Background: an optimization exercise with open tools, aiming at small area, a short achievable clock period and few clock cycles per item. Do not read the settings as production practice.

## delta
Design V_CORDIC_Unit, start of the top module:
module V_CORDIC_Unit (
    input signed [31:0]      i_data_1, 
    input signed [31:0]      i_data_2,
    input                    en,
    input                    rst,
    input                    clk,
    output signed [31:0]     o_data_1,
    output signed [31:0]     o_data_2,
    output signed [31:0]     angle,
    output                   done_flag
);
Size: roughly 1900 cells after synthesis, about 190 flip-flops, ~160 I/O pins, about 16000 µm² of cells after synthesis.
==> module V_CORDIC, before the edit <==
module V_CORDIC (
    input signed [31:0]      i_data_1,
    input signed [31:0]      i_data_2,
    input                    en,
    input                    rst,
    input                    clk,
    input         [31:0]     LUT,
    output        [31:0]     o_data_1,
    output        [31:0]     o_data_2,
    output        [31:0]     angle,
    output reg               done_flag,
    output        [4:0]      sel
);
    localparam [31:0] ANG0 = 32'h9C20A7BB;    
    reg        busy;
    reg [4:0]  cnt;           
    reg [32:0] x, y;
    reg [31:0] a;
    reg [32:0] hx, hy;
    reg        iter, mul, usehi, swp, last, minv;
    reg [3:0]  shx_lo, shx_hi;      
    reg [3:0]  shy_lo_n, shy_hi_n;  
    wire [4:0] cnt_n = busy ? cnt + 5'd1 : 5'd0;
    wire       iter_n = (cnt_n < 5'd15);
    reg  [3:0] sh_n;
    reg        minv_n;
    always @(*) begin
        minv_n = 1'b0;
        case (cnt_n)
        5'd15: begin sh_n = 4'd1; minv_n = 1'b1; end
        5'd16: begin sh_n = 4'd3; end
        5'd17: begin sh_n = 4'd4; minv_n = 1'b1; end
        5'd18: begin sh_n = 4'd2; end
        5'd19: begin sh_n = 4'd2; minv_n = 1'b1; end
        5'd20: begin sh_n = 4'd3; end
        5'd21: begin sh_n = 4'd3; end
        5'd22: begin sh_n = 4'd3; minv_n = 1'b1; end
        5'd23: begin sh_n = 4'd2; end
        default: sh_n = cnt_n[3:0];
        endcase
    end
    wire neg = y[31];
    wire xs = usehi ? x[32] : x[31];
    wire ys = usehi ? y[32] : y[31];
    wire signed [32:0] srcx = {ys, y[31:0]};
    wire signed [32:0] srcy = {xs, x[31:0]};
    wire [32:0] shx, shy;
    cordic_sra33 srx (.d(srcx), .s_lo(shx_lo), .s_hi(shx_hi), .q(shx));
    cordic_sra33 sry (.d(srcy), .s_lo(~shy_lo_n), .s_hi(~shy_hi_n), .q(shy));
    wire invx = (iter & neg)  | minv;
    wire invy = (iter & ~neg) | minv;
    wire cix  = iter & neg;
    wire ciy  = iter & ~neg;
    wire [32:0] ax = mul ? hx : {x[31], x[31:0]};
    wire [32:0] ay = mul ? hy : {y[31], y[31:0]};
    wire [32:0] sumx, sumy;
    cordic_add33 addx (.a(ax), .b(shx ^ {33{invx}}), .ci(cix), .s(sumx));
    cordic_add33 addy (.a(ay), .b(shy ^ {33{invy}}), .ci(ciy), .s(sumy));
    wire [31:0] suma = a + (LUT & {32{neg}});
    wire [32:0] x_n = !busy ? {i_data_1[31], i_data_1} : (swp ? sumy : sumx);
    wire [32:0] y_n = !busy ? {i_data_2[31], i_data_2} : (swp ? sumx : sumy);
    always @(posedge clk or posedge rst) begin
        if (rst) begin
            busy      <= 1'b0;
            cnt       <= 5'd0;
            done_flag <= 1'b0;
        end else begin
            done_flag <= busy & last;
            busy      <= busy ? ~last : en;
            cnt       <= cnt_n;
        end
    end
    always @(posedge clk) begin
        iter  <= iter_n;
        mul   <= (cnt_n >= 5'd15);
        usehi <= (cnt_n >= 5'd16);
        swp   <= (cnt_n >= 5'd14);
        last  <= (cnt_n == 5'd23);
        minv  <= minv_n;
        shx_lo   <= 4'b0001 << sh_n[1:0];
        shx_hi   <= 4'b0001 << sh_n[3:2];
        shy_lo_n <= ~(4'b0001 << sh_n[1:0]);
        shy_hi_n <= ~(4'b0001 << sh_n[3:2]);
        x     <= x_n;
        y     <= y_n;
        a     <= busy ? suma : ANG0;
        if (!mul) begin
            hx <= {sumx[31], sumx[31:0]};
            hy <= {sumy[31], sumy[31:0]};
        end
    end
    assign sel      = cnt;
    assign o_data_1 = y[32:1];
    assign o_data_2 = x[32:1];
    assign angle    = a;
endmodule
==> module cordic_sra33, before the edit <==
module cordic_sra33 (
    input  [32:0] d,
    input  [3:0]  s_lo,
    input  [3:0]  s_hi,
    output [32:0] q
);
    wire [44:0] de = {{12{d[32]}}, d};
    wire [32:0] t;
    wire [35:0] te = {{3{t[32]}}, t};
    genvar j;
    generate
        for (j = 0; j < 33; j = j + 1) begin : g
            assign t[j] = (s_hi[0] & de[j])     | (s_hi[1] & de[j + 4]) |
                          (s_hi[2] & de[j + 8]) | (s_hi[3] & de[j + 12]);
            assign q[j] = (s_lo[0] & te[j])     | (s_lo[1] & te[j + 1]) |
                          (s_lo[2] & te[j + 2]) | (s_lo[3] & te[j + 3]);
        end
    endgenerate
endmodule
clock: 10.0 ns
lec_check: 0
cap_margin: 20
core_margin: 2
core_utilization: 65
place_density: 0.8
setup_slack_margin: 5
slew_margin: 20
standard.sh (not shown) runs the stock make flow with config.mk's settings and CLKGATE_MAP_FILE= SYNTH_SCRIPT=/design/flow/synth_recipe.tcl, a recipe that flattens the netlist after the stock synthesis.
==> flow/flow/run.sh <==
#!/bin/bash
# Standard ORFS layout; port buffers use buf_1 instead of the default choice.
set -o pipefail
bash standard.sh 'BUFFER_PORTS_ARGS=-buffer_cell sky130_fd_sc_hd__buf_1' finish > standard.log 2>&1
delta: PASS, flow complete, no timing, DRC or antenna violations
Inputs modified between delta and quartz:
--- a/flow/design.v
+++ b/flow/design.v
@@ -40,14 +40,13 @@
     reg        busy;
     reg [4:0]  cnt;           
     reg [32:0] x, y;
     reg [31:0] a;
     reg [32:0] hx, hy;
     reg        iter, mul, usehi, swp, last, minv;
-    reg [3:0]  shx_lo, shx_hi;      
-    reg [3:0]  shy_lo_n, shy_hi_n;  
+    reg [3:0]  shx_a, shy_a;
     wire [4:0] cnt_n = busy ? cnt + 5'd1 : 5'd0;
     wire       iter_n = (cnt_n < 5'd15);
     reg  [3:0] sh_n;
     reg        minv_n;
     always @(*) begin
         minv_n = 1'b0;
@@ -64,26 +63,25 @@
         default: sh_n = cnt_n[3:0];
         endcase
     end
     wire neg = y[31];
     wire xs = usehi ? x[32] : x[31];
     wire ys = usehi ? y[32] : y[31];
-    wire signed [32:0] srcx = {ys, y[31:0]};
-    wire signed [32:0] srcy = {xs, x[31:0]};
-    wire [32:0] shx, shy;
-    cordic_sra33 srx (.d(srcx), .s_lo(shx_lo), .s_hi(shx_hi), .q(shx));
-    cordic_sra33 sry (.d(srcy), .s_lo(~shy_lo_n), .s_hi(~shy_hi_n), .q(shy));
     wire invx = (iter & neg)  | minv;
     wire invy = (iter & ~neg) | minv;
     wire cix  = iter & neg;
     wire ciy  = iter & ~neg;
     wire [32:0] ax = mul ? hx : {x[31], x[31:0]};
     wire [32:0] ay = mul ? hy : {y[31], y[31:0]};
+    wire signed [32:0] srcx = {ys, y[31:0]} ^ {33{invx}};
+    wire signed [32:0] srcy = {xs, x[31:0]} ^ {33{invy}};
+    wire signed [32:0] shx  = srcx >>> shx_a;
+    wire signed [32:0] shy  = srcy >>> (~shy_a);
     wire [32:0] sumx, sumy;
-    cordic_add33 addx (.a(ax), .b(shx ^ {33{invx}}), .ci(cix), .s(sumx));
-    cordic_add33 addy (.a(ay), .b(shy ^ {33{invy}}), .ci(ciy), .s(sumy));
+    cordic_add33 addx (.a(ax), .b(shx), .ci(cix), .s(sumx));
+    cordic_add33 addy (.a(ay), .b(shy), .ci(ciy), .s(sumy));
     wire [31:0] suma = a + (LUT & {32{neg}});
     wire [32:0] x_n = !busy ? {i_data_1[31], i_data_1} : (swp ? sumy : sumx);
     wire [32:0] y_n = !busy ? {i_data_2[31], i_data_2} : (swp ? sumx : sumy);
     always @(posedge clk or posedge rst) begin
         if (rst) begin
             busy      <= 1'b0;
@@ -99,16 +97,14 @@
         iter  <= iter_n;
         mul   <= (cnt_n >= 5'd15);
         usehi <= (cnt_n >= 5'd16);
         swp   <= (cnt_n >= 5'd14);
         last  <= (cnt_n == 5'd23);
         minv  <= minv_n;
-        shx_lo   <= 4'b0001 << sh_n[1:0];
-        shx_hi   <= 4'b0001 << sh_n[3:2];
-        shy_lo_n <= ~(4'b0001 << sh_n[1:0]);
-        shy_hi_n <= ~(4'b0001 << sh_n[3:2]);
+        shx_a <= sh_n;
+        shy_a <= ~sh_n;
         x     <= x_n;
         y     <= y_n;
         a     <= busy ? suma : ANG0;
         if (!mul) begin
             hx <= {sumx[31], sumx[31:0]};
             hy <= {sumy[31], sumy[31:0]};
@@ -116,31 +112,12 @@
     end
     assign sel      = cnt;
     assign o_data_1 = y[32:1];
     assign o_data_2 = x[32:1];
     assign angle    = a;
 endmodule
-module cordic_sra33 (
-    input  [32:0] d,
-    input  [3:0]  s_lo,
-    input  [3:0]  s_hi,
-    output [32:0] q
-);
-    wire [44:0] de = {{12{d[32]}}, d};
-    wire [32:0] t;
-    wire [35:0] te = {{3{t[32]}}, t};
-    genvar j;
-    generate
-        for (j = 0; j < 33; j = j + 1) begin : g
-            assign t[j] = (s_hi[0] & de[j])     | (s_hi[1] & de[j + 4]) |
-                          (s_hi[2] & de[j + 8]) | (s_hi[3] & de[j + 12]);
-            assign q[j] = (s_lo[0] & te[j])     | (s_lo[1] & te[j + 1]) |
-                          (s_lo[2] & te[j + 2]) | (s_lo[3] & te[j + 3]);
-        end
-    endgenerate
-endmodule
 module cordic_add33(input [32:0] a, input [32:0] b, input ci, output [32:0] s);
   wire [33:0] g0, p0;
   assign g0 = {a & b, ci};
   assign p0 = {a ^ b, 1'b0};
   wire g1_1 = g0[1] | (p0[1] & g0[0]);
   wire g1_2 = g0[2] | (p0[2] & g0[1]);
## What came out
- In the reports for delta and quartz, the smaller arrival time at the worst endpoint belongs to delta.
- Design area, delta and quartz: lower on delta
- Going from delta to quartz, number of multi-input combinational cells in the layout went up 10.
- compound AO/OA/AOI/OAI gates as the dominant combinational cell family by area after synthesis was reported by delta, and multiplexers by quartz.
- Comparing delta and quartz, the lower floorplan die area was measured on delta.
- Number of standard-cell rows in the floorplan was higher in quartz than in delta.
- Going from delta to quartz, simple-gate portion of the synthesized area grows by 0.53 points.
- The origin of the worst setup path comes out veccor.shy_hi_n[0] in one run and veccor.y[31] in the other, namely in delta and quartz respectively.
- Fraction of area in registers: lower on quartz
No functional check of the RTL was part of any run of this note.

-- separate check: timing with driven ports --
Ports are ideal in the flow. The routed layouts listed here were re-timed in OpenROAD. Step 1 (the two cells are an assumption about what drives the block):
set clk [get_ports {clk}]
set_driving_cell -lib_cell sky130_fd_sc_hd__clkbuf_16 $clk
set_driving_cell -lib_cell sky130_fd_sc_hd__buf_2 [delete_from_list [all_inputs] $clk]
Step 2, shift: input delay + t, output delay - t, t = (earliest + latest rising clock arrival at the registers) / 2. This alone moves slack from input paths to output paths. Slacks: ideal ports / drivers / drivers and shift; pairs: ideal ports / drivers.
run	t, ns	setup slack, ns	worst register clock-pin slew, ns
delta	0.493	5.195 / 5.195 / 5.195	0.08 / 0.08
quartz	0.492	5.064 / 5.064 / 5.064	0.08 / 0.08
After both steps every run listed still meets setup and hold.
